This design comes from an exercise in tuning for small area, a short achievable clock period and few clock cycles per item on the open sky130 flow, not from production work.
Function was checked by simulation only, so behaviour that the tests miss may differ from the original.
Power figures rest on the tool's default switching activity, not on a simulated workload.

==> design.v <==
module JAM (
    input CLK,
    input RST,
    output reg [2:0] W,
    output reg [2:0] J,
    input [6:0] Cost,
    output reg [3:0] MatchCount,
    output reg [9:0] MinCost,
    output Valid
);
localparam S_COL = 3'd0, S_ROW = 3'd1, S_RANK = 3'd2, S_INIT = 3'd3,
           S_SRCH = 3'd4, S_DONE = 3'd5;
reg  [2:0]  st;
reg  [6:0]  v [0:7];      
reg  [6:0]  u [0:7];      
reg  [6:0]  key [0:6];    
reg  [2:0]  rank [0:7];   
reg  [6:0]  m1, m2;       
reg  [6:0]  lastkey;
reg         rk;           
reg  [2:0]  k;            
reg  [7:0]  used;         
reg  [2:0]  jstk [0:6];   
reg  [9:0]  P;            
reg  [9:0]  best;
reg         found;
reg         popm;         
reg  [1:0]  pass;
integer i;
assign Valid = (st == S_DONE);
function [3:0] next_free;
    input [7:0] m;
    input [2:0] a;
    input       all;
    integer n;
    begin
        next_free = 4'd8;
        for (n = 7; n >= 0; n = n - 1)
            if (!m[n] && (all || n > a)) next_free = n;
    end
endfunction
function [2:0] row_at;
    input [2:0] x;
    input [23:0] rk;
    integer n;
    begin
        row_at = 3'd0;
        for (n = 0; n < 8; n = n + 1)
            if (rk[3*n +: 3] == x) row_at = n;
    end
endfunction
wire [23:0] rkv = {rank[7], rank[6], rank[5], rank[4], rank[3], rank[2], rank[1], rank[0]};
wire [6:0] vj = v[J];
wire [6:0] uw = u[W];
wire [6:0] cv = Cost - vj;            
wire       lt1 = cv < m1;
wire       lt2 = cv < m2;
wire [6:0] f1 = (J == 3'd0 || lt1) ? cv : m1;
wire [6:0] f2 = (J == 3'd0) ? 7'd127 : lt1 ? m1 : lt2 ? cv : m2;
wire [7:0]  uv = {1'b0, uw} + {1'b0, vj};
wire [10:0] d = {1'b0, best} - {1'b0, P} + {3'd0, uv};    
wire        c_le = {4'd0, Cost} <= d;
wire        c_eq = {4'd0, Cost} == d;
wire [6:0]  r = cv - uw;
wire [9:0]  s = P + {3'd0, r};
wire [9:0]  pback = P - {3'd0, r};
wire [3:0] nsib = next_free(used, J, 1'b0);
wire [7:0] used_push = used | (8'd1 << J);
wire [3:0] nchild = next_free(used_push, 3'd0, 1'b1);
wire [2:0] kup = k + 3'd1;
wire [2:0] kdn = k - 3'd1;
wire [2:0] row_up = row_at(kup, rkv);
wire [2:0] row_dn = row_at(kdn, rkv);
wire [2:0] row_0 = row_at(3'd0, rkv);
wire [2:0] jdn = jstk[kdn];
wire       leaf = (k == 3'd7);
wire [2:0] rn = W - 3'd1;
reg  [7:0] gt;
reg  [2:0] nge;
always @(*) begin
    nge = 3'd0;
    for (i = 0; i < 8; i = i + 1) begin
        gt[i] = (i < 7) && (i < rn) && (lastkey > key[i < 7 ? i : 0]);
        if (i < rn && !gt[i]) nge = nge + 3'd1;
    end
end
always @(posedge CLK) begin
    if (RST) begin
        st <= S_COL;
        W <= 3'd0;
        J <= 3'd0;
        MinCost <= 10'd0;
        MatchCount <= 4'd0;
        rk <= 1'b0;
    end else begin
        if (rk) begin
            rk <= 1'b0;
            for (i = 0; i < 8; i = i + 1)
                if (gt[i]) rank[i] <= rank[i] + 3'd1;
            rank[rn] <= nge;
            if (rn != 3'd7) key[rn] <= lastkey;
        end
        case (st)
        S_COL: begin
            if (W == 3'd0 || Cost < m1) m1 <= Cost;
            W <= W + 3'd1;
            if (W == 3'd7) begin
                v[J] <= (Cost < m1) ? Cost : m1;
                MinCost <= MinCost + ((Cost < m1) ? Cost : m1);
                J <= J + 3'd1;
                if (J == 3'd7) st <= S_ROW;
            end
        end
        S_ROW: begin
            m1 <= f1;
            m2 <= f2;
            J <= J + 3'd1;
            if (J == 3'd7) begin
                u[W] <= f1;
                MinCost <= MinCost + f1;
                lastkey <= f2 - f1;
                rk <= 1'b1;
                W <= W + 3'd1;
                if (W == 3'd7) st <= S_RANK;
            end
        end
        S_RANK: begin
            st <= S_INIT;
        end
        S_INIT: begin
            st <= S_SRCH;
            W <= row_0;
            J <= 3'd0;
            k <= 3'd0;
            used <= 8'd0;
            P <= 10'd0;
            best <= 10'd11;
            found <= 1'b0;
            popm <= 1'b0;
            pass <= 2'd0;
            MatchCount <= 4'd0;
        end
        S_SRCH: begin
            if (popm) begin
                P <= pback;
                used[J] <= 1'b0;
                if (!nsib[3]) begin
                    J <= nsib[2:0];
                    popm <= 1'b0;
                end else if (k != 3'd0) begin
                    k <= kdn;
                    W <= row_dn;
                    J <= jdn;
                end
            end else if (leaf) begin
                if (c_le) begin
                    found <= 1'b1;
                    if (c_eq) MatchCount <= MatchCount + 4'd1;
                    else begin
                        best <= s;
                        MatchCount <= 4'd1;
                    end
                end
                k <= kdn;
                W <= row_dn;
                J <= jdn;
                popm <= 1'b1;
            end else if (c_le) begin
                jstk[k] <= J;
                used <= used_push;
                P <= s;
                k <= kup;
                W <= row_up;
                J <= nchild[2:0];
            end else if (!nsib[3]) begin
                J <= nsib[2:0];
            end else if (k != 3'd0) begin
                k <= kdn;
                W <= row_dn;
                J <= jdn;
                popm <= 1'b1;
            end
            if (k == 3'd0 && nsib[3] && (popm || !c_le)) begin
                if (found) begin
                    MinCost <= MinCost + best;
                    st <= S_DONE;
                end else begin
                    pass <= pass + 2'd1;
                    best <= (pass == 2'd0) ? 10'd23 : (pass == 2'd1) ? 10'd47 : 10'd1023;
                    J <= 3'd0;
                    popm <= 1'b0;
                    MatchCount <= 4'd0;
                end
            end
        end
        default: ;
        endcase
    end
end
endmodule
==> run.sh <==
#!/bin/bash
# synth_recipe.tcl (not shown) runs the flow's synth.tcl, then flattens the netlist and writes it again
# the make line also repeats each setting of config.mk as NAME=value (left out here)
make -C /OpenROAD-flow-scripts/flow DESIGN_CONFIG=/design/flow/config.mk WORK_HOME=/design/flow/orfs CLKGATE_MAP_FILE= SYNTH_SCRIPT=/design/flow/synth_recipe.tcl finish
==> config.mk <==
export PLATFORM = sky130hd
export DESIGN_NAME = JAM
export DESIGN_NICKNAME = JAM
export VERILOG_FILES = /design/flow/design.v
export SDC_FILE = /design/flow/constraint.sdc
export NUM_CORES = 4
export LEC_CHECK = 0
export CAP_MARGIN = 20
export CORE_MARGIN = 2
export CORE_UTILIZATION = 40
export PLACE_DENSITY = 0.6
export SLEW_MARGIN = 20
==> constraint.sdc <==
create_clock -name core_clock -period 9.0 [get_ports {CLK}]
set_input_delay 1.8000 -clock core_clock [delete_from_list [all_inputs] [get_ports {CLK}]]
set_output_delay 1.8000 -clock core_clock [all_outputs]
set_load 0.01 [all_outputs]
==> notes.md <==
==> per-stage QoR <==
| stage | area (µm²) | hold WS, ns |
|---|---|---|
| after floorplan | 18520 | 0.5050 |
| after global placement | 19560 | 0.5151 |
| after detailed placement | 19570 | 0.5200 |
| after CTS | 20580 | 0.5280 |
| after global routing | 20600 | 0.5667 |
| final | 20600 | 0.5406 |
==> sequential cells by signal (all words and copies together) (netlist names), 4 cells and up, named ones only <==
signal,count
u,56
v,56
key,49
jstk,21
rank,21
MinCost,10
P,10
best,10
used,8
lastkey,7
m1,7
m2,7
MatchCount,4
==> worst register-to-register path, cell delays in order, from the launching register on <==
cell and delay (ns):
dfxtp_1 0.94, mux4_2 0.61, mux2i_1 0.45, inv_1 0.10
ha_1 0.21, inv_1 0.07, fa_1 0.20, a21oi_1 0.07
nor2b_1 0.15, nor2_1 0.07, xnor2_1 0.49, ha_1 0.36
a21oi_1 0.13, o21a_1 0.14, o21ai_1 0.08, and2_1 0.27
a21oi_1 0.58, inv_1 0.21, nor2_1 0.20, a221o_1 0.18
ha_1 0.27, a21oi_1 0.24, nor2b_1 0.08, o21a_1 0.21
o21ai_0 0.28, a211oi_1 0.14, or4_1 0.42, nand2_1 0.08
==> cells in the mapped netlist, types with 11 or more instances <==
library cell / count
inv_1: 178
xor2_1: 29
a21o_1: 40
dfxtp_1: 30
o21ai_0: 69
mux2_2: 17
a21oi_1: 116
nand2_1: 93
a31oi_1: 11
fa_1: 21
nor3_1: 31
mux4_2: 31
nor2b_1: 27
clkbuf_1: 39
o21a_1: 13
xnor2_1: 46
nand3_1: 28
nand2b_1: 23
ha_1: 169
nand4_1: 12
o211ai_1: 13
edfxtp_1: 259
nor2_1: 153
mux2i_1: 43
==> area by class of cell <==
type                       instances  share of cell area
multi-input combinational       1166              0.4489
clock inverter                    10            0.005102
timing repair buffer              61             0.02575
sequential                       289              0.4067
tap                              600             0.03645
inverter                         182             0.03317
clock buffer                      46             0.04392
==> where the power goes <==
part / total [mW] / internal, mW / leakage [nW] / switching, mW
logic: 0.631 / 0.253 / 5.09 / 0.377
registers: 1.49 / 1.47 / 2.59 / 0.0157
clock network: 1.27 / 0.748 / 0.494 / 0.520
==> kinds of logic after synthesis <==
group	count (synthesis)
AOI/OAI and AO/OA	368
xor gates and xnor gates	83
adders and majority gates	190
buffers and inverters	240
DFF	289
muxes	92
and+or+nand+nor	433
==> path summary, 6_finish.rpt <==
path | start | endpoint | slack [ns] | cells past startpoint
hold reg to reg | MatchCount[0]$_SDFFE_PP0N_ | MatchCount[0]$_SDFFE_PP0N_ | 0.54 | 1
setup / recovery | flop | MinCost[9]$_SDFFE_PP0P_ | 1.72 | 27
setup reg to reg | flop | MinCost[9]$_SDFFE_PP0P_ | 1.72 | 27
hold / removal | MatchCount[0]$_SDFFE_PP0N_ | MatchCount[0]$_SDFFE_PP0N_ | 0.54 | 1
==> metal layers <==
metal  vias to the layer above  track usage  part of all wire
li1                       6217            -                 -
met5                         -            0           0.00017
met3                        76      0.02495             0.054
met1                      6319       0.2607              0.44
met2                       380       0.3295              0.47
met4                         2      0.06306             0.027
==> results_dict.tcl <==
set metrics [dict create \
    cp_num_buf_inv 3 \
    ys_seq_area_frac 0.4524 \
    total_power_mw 3.387 \
    avgViaCountPerCell 5.520 \
    worst_slew_pin_slew_ns 1.069 \
    insertedDiodeCount 0 \
    die_width_um 219.2 \
    core_area_mm2 0.04558 \
    layout-drive-gt1-share 0.08666 \
    hold_viol 0 \
    grt_setup_unrepaired "false" \
    clock_sinks 289 \
    period_minus_slack_ns 7.281 \
    grt_pass1_wl_um 72640 \
    multi_input_area_mm2 0.009246 \
    clock_latency_ns 0.58 \
    max_slew_margin 0.2817 \
    cp_common_cell "a21oi_1" \
    io-pin-count 30 \
    synth-simple-area-share 0.1121 \
    synth_top_family_by_area "adder cells" \
    post-place-ws_ns 1.348 \
    drc 0 \
    synthMuxAreaShare 0.07189 \
    first_pass_iters 5 \
    fmax_ghz 0.1373 \
    final.setup.tns_ns 0 \
    wl_per_cell_um 19.81 \
    cts_buffer_depth 3 \
    avgSynthCellArea_um2 10.92 \
    grt_max_degree 35 \
    crit_path_end_kind "flop" \
    fin_cells 2354 \
    synthDistinctLibCells 92 \
    yosys-top-cells-area "edfxtp_1, ha_1, mux4_2" \
    h-tree-depth 1 \
    yosysTopAreaCell "edfxtp_1" \
    placed_cells 2297 \
    setup-violations-final 0 \
    hpwl_um 34420 \
    post_cts_buffers 0 \
    async_flop_share 0 \
    final_nets 1930 \
    totalWireLength_um 46640 \
    netlist.area_leader.share 0.4200 \
    synth_edf_count 259 \
    syn_to_final_growth_pct 11.24 \
    utilization 0.4520 \
    final.fill_count 4203 \
    clk_pin_slew_ns 0.06 \
    synth_xor_area_frac 0.04541 \
    cp.arrival_ns 7.80 \
    ir_drop_uv 122.0 \
    clockRootBuffer "clkbuf_16" \
    cts_tree "done" \
    syn_area_mm2 0.01852 \
    drt-initial-drc-count 975 \
    drv_cap 0 \
    die_area_mm2 0.04803 \
    cts_resized 0 \
    syn-num-nets 1894 \
    path_max_fanout 14 \
    fin_skew_ns 0.009421 \
    synth-compound-area-share 0.1318 \
    post-route-period-util 0.8090 \
    rows 78 \
    dr_total_vias 12990 \
    synth_ff_type "edfxtp_1" \
    regArea_mm2 0.008378 \
    final_cell_mix "edfxtp_1, inv_1, ha_1" \
    cts_made_buffers 31 \
    status "finished clean" \
    synthAdderAreaFrac 0.1369 \
    grt-ovfl-total 0 \
    ys_warn_count 1 \
    power.leakage_nw 8.175 \
    grt_pass1_vias 12840 \
    p_per_area_mw_per_mm2 164.4 \
    cts_hold_buf 0 \
    crit_required_ns 9.52 \
    place_congestion 0.9295 \
    cpMaxStageDelayCell "dfxtp_1" \
    cp_top_family "compound AO/OA/AOI/OAI gates" \
    mostFrequentLayoutCell "edfxtp_1" \
    start_util 0.4063 \
    postSynthCellCount 1695 \
    slowest_delay_ns 0.94 \
    hold_class "reg -> reg" \
    setup_ws_ns 1.719 \
    grt.total_usage 0.1953 \
    dieHeight_um 219.2 \
    ant_nets 0 \
    antenna_found_initial 1 \
    critPathLaunchType "flop" \
    io_buffers 29 \
    ys_ff_latch 289 \
    slew_viol_final 0 \
    path_class "reg -> reg" \
]
Testbench counts, summed over its fixed seeds: cycles 3,634, jobs 12.

==> static timing again, ports no longer ideal <==
The flow's constraints put no driver on any port. The routed layout listed below was extracted and timed again, unchanged, in two steps. Step 1 (the two cells are an assumption about what drives the block):
set clk [get_ports {CLK}]
set_driving_cell -lib_cell sky130_fd_sc_hd__clkbuf_16 $clk
set_driving_cell -lib_cell sky130_fd_sc_hd__buf_2 [delete_from_list [all_inputs] $clk]
Step 2 moves the port delays by t, midway between the first and last clock arrival at a register: inputs arrive t later, outputs are due t later. That takes back most of the time a late clock gives input paths. Slacks: no drivers / after step 1 / after step 2; pairs: no drivers / after step 1.
t, ns: 0.635
setup slack, ns: 1.719 / 1.719 / 1.265
worst data-port slew with drivers (ns): 0.03
cell pins on the clock port's net: 1
After both steps this run still meets setup and hold. For this run, drivers alone change the setup slack by 0.000 ns; drivers and shift together by -0.454 ns.
